Source: an optimization exercise on an open RTL-to-GDS flow (aim: small area, a short achievable clock period and few clock cycles). Production flows keep margins and buffers that such runs may drop.
The RTL was checked by simulation tests, not by an equivalence proof against the original design.
Power and IR drop assume default switching activity.

// nanocpu
module nanocpu(p_address,p_data,d_address,d_wdata,d_rdata,mem_wr,clock,nreset);
output 	[31:0]	p_address;
input 	[31:0]	p_data;
output	[31:0]	d_address;
output			mem_wr;
output	[31:0]	d_wdata;
input	[31:0]	d_rdata;
input			clock;
input			nreset;
localparam ORI=6'b010000;
localparam ORUI=6'b010001;
localparam ADD=6'b000001;
localparam LW=6'b011000;
localparam SW=6'b011100;
localparam BEQ=6'b100100;
localparam JMP=6'b110000;
localparam R_SUM=3'd0, R_OR=3'd1, R_AND=3'd2, R_XOR=3'd3, R_Y=3'd4, R_MEM=3'd5;
reg	[29:0]	pc;
assign p_address = {pc, 2'b00};
wire	[5:0]	f_op = p_data[31:26];
wire	f_jmp = (f_op == JMP);
wire	f_mem = (f_op == LW) | (f_op == SW);
reg	[31:0]	ir;
reg		vd_q;
reg	[31:0]	sa_q, sb_q;
reg	[31:0]	sa_d, sb_d;
integer k;
always @(*)
	for (k = 0; k < 32; k = k + 1) begin
		sa_d[k] = (p_data[25:21] == k);
		sb_d[k] = (p_data[20:16] == k);
	end
wire	[5:0]	op = ir[31:26];
wire	[4:0]	rs = ir[25:21];
wire	[4:0]	rt = ir[20:16];
wire	[4:0]	rd = ir[15:11];
wire	[2:0]	fn = ir[2:0];
wire	[15:0]	imm = ir[15:0];
wire	d_ori  = (op == ORI);
wire	d_orui = (op == ORUI);
wire	d_add  = (op == ADD);
wire	d_lw   = (op == LW);
wire	d_sw   = (op == SW);
wire	d_beq  = (op == BEQ);
reg		v_q;
reg	[31:0]	a_q, y_q;
reg	[29:0]	bt_q;
reg		cin_q, c_inv_q, c_en_q;
reg	[2:0]	rsel_q;
reg		we_q, beq_q;
reg	[4:0]	rw_q;
reg		c_q;
reg	[31:0]	da_q, wd_q;
reg		mw_q;
wire	[31:0]	ex_res;
wire		ex_we = v_q & we_q;
wire	[31:0]	rf_a, rf_b;
regfile	REGFILE(rf_a, rf_b, ex_res, sa_q, sb_q, rw_q, ex_we, clock);
wire	byp_a = ex_we & (rw_q == rs);
wire	byp_b = ex_we & (rw_q == rt);
wire	[31:0]	A = rf_a;
wire	[31:0]	B = rf_b;
  ...
Size: ~0.061 mm^2 of cells after synthesis.
Settings: LEC_CHECK=0, CAP_MARGIN=20, CORE_MARGIN=2, CORE_UTILIZATION=55, PLACE_DENSITY=0.65, SLEW_MARGIN=20, SYNTH_HIERARCHICAL=1; clock period 11.5 ns.
standard.sh (not shown) runs the stock make flow with config.mk's settings and CLKGATE_MAP_FILE= SYNTH_SCRIPT=/design/flow/synth_recipe.tcl, a recipe that flattens the netlist after the stock synthesis.
==> flow/flow/run.sh <==
#!/bin/bash
# The standard layout, with drive-strength-2 port buffers, a clock tree with
# larger sink clusters and no dummy loads, and timing repair aimed at a
# tighter setup margin.
set -euo pipefail
bash standard.sh \
  'BUFFER_PORTS_ARGS=-buffer_cell sky130_fd_sc_hd__buf_2' \
  'CTS_ARGS=-sink_clustering_enable -repair_clock_nets -sink_clustering_size 28 -sink_clustering_max_diameter 80 -dont_use_dummy_load' \
  SETUP_SLACK_MARGIN=8.0 \
  finish > standard_flow.log 2>&1
Testbench counts at the start, summed over its fixed seeds: cycles 114,647.
Next try:
--- a/flow/flow/run.sh
+++ b/flow/flow/run.sh
@@ -9 +9 @@
-  SETUP_SLACK_MARGIN=8.0 \
+  SETUP_SLACK_MARGIN=7.8 \
--- a/flow/config.mk
+++ b/flow/config.mk
@@ -10,2 +10,2 @@
-export CORE_UTILIZATION = 55
-export PLACE_DENSITY = 0.65
+export CORE_UTILIZATION = 62
+export PLACE_DENSITY = 0.72
Result: The new run finished with timing, DRC and antenna clean; design area falls by 2.3%; utilization increases by 6.3 points; worst setup slack is worse by 0.040 ns.


nanocpu, a different RTL version from the one above (not shown whole).
Size: roughly 4900 cells after synthesis, about 1300 flip-flops, about 61000 um^2 of cells after synthesis.
clock: 11.5 ns
lec_check: 0
cap_margin: 20
core_margin: 2
core_utilization: 55
place_density: 0.65
slew_margin: 20
synth_hierarchical: 1
==> flow/flow/run.sh <==
#!/bin/bash
# The standard layout, with drive-strength-2 port buffers, a clock tree with
# larger sink clusters and no dummy loads, and timing repair aimed at a
# tighter setup margin.
set -euo pipefail
bash standard.sh \
  'BUFFER_PORTS_ARGS=-buffer_cell sky130_fd_sc_hd__buf_2' \
  'CTS_ARGS=-sink_clustering_enable -repair_clock_nets -sink_clustering_size 28 -sink_clustering_max_diameter 80 -dont_use_dummy_load' \
  SETUP_SLACK_MARGIN=7.6 \
  finish > standard_flow.log 2>&1
The baseline completed, yet does not pass: capacitance limit, slew limit.
Testbench counts at the start, summed over its fixed seeds: cycles 114,647.
Change:
--- a/flow/flow/run.sh
+++ b/flow/flow/run.sh
@@ -8,3 +8,3 @@
   'CTS_ARGS=-sink_clustering_enable -repair_clock_nets -sink_clustering_size 28 -sink_clustering_max_diameter 80 -dont_use_dummy_load' \
-  SETUP_SLACK_MARGIN=7.6 \
+  SETUP_SLACK_MARGIN=7.8 \
   finish > standard_flow.log 2>&1
With this change the flow passed the timing, design-rule and antenna checks.
Total power is higher by 0.52%.
Final cell count barely changes.
Worst setup slack gets better by 0.11 ns.
Register-to-register slack gets better by 0.11 ns.
Synthesized cell count stays the same.
Wire length barely changes.

-- what the ideal ports hide --
The flow's constraints put no driver on any port. The routed layouts listed below were extracted and timed again, unchanged, in two steps. Step 1, drivers: a clkbuf_16 drives clock and a buf_2 each remaining input, both assumed. Step 2 adds t to the input delays and takes it off the output delays; t is the mean of the earliest and latest rising clock arrival at the registers after step 1. Input paths then give back, and output paths get back, about the clock's delay inside the block. Slacks: no drivers / after step 1 / after step 2; pairs: no drivers / after step 1.
run | t (ns) | setup WS [ns] | pins driven straight from the clock port
the first run of note 1 | 0.796 | 7.672 / 7.724 / 6.939 | 1
the second run of note 1 | 0.788 | 7.633 / 7.633 / 7.303 | 1
the first run of note 2 | 0.791 | 7.644 / 7.644 / 7.102 | 1
the second run of note 2 | 0.787 | 7.750 / 7.719 / 7.204 | 1
The setup slack of the first run of note 1, which loses most, moves by +0.052 ns with the drivers and by -0.733 ns with both steps.
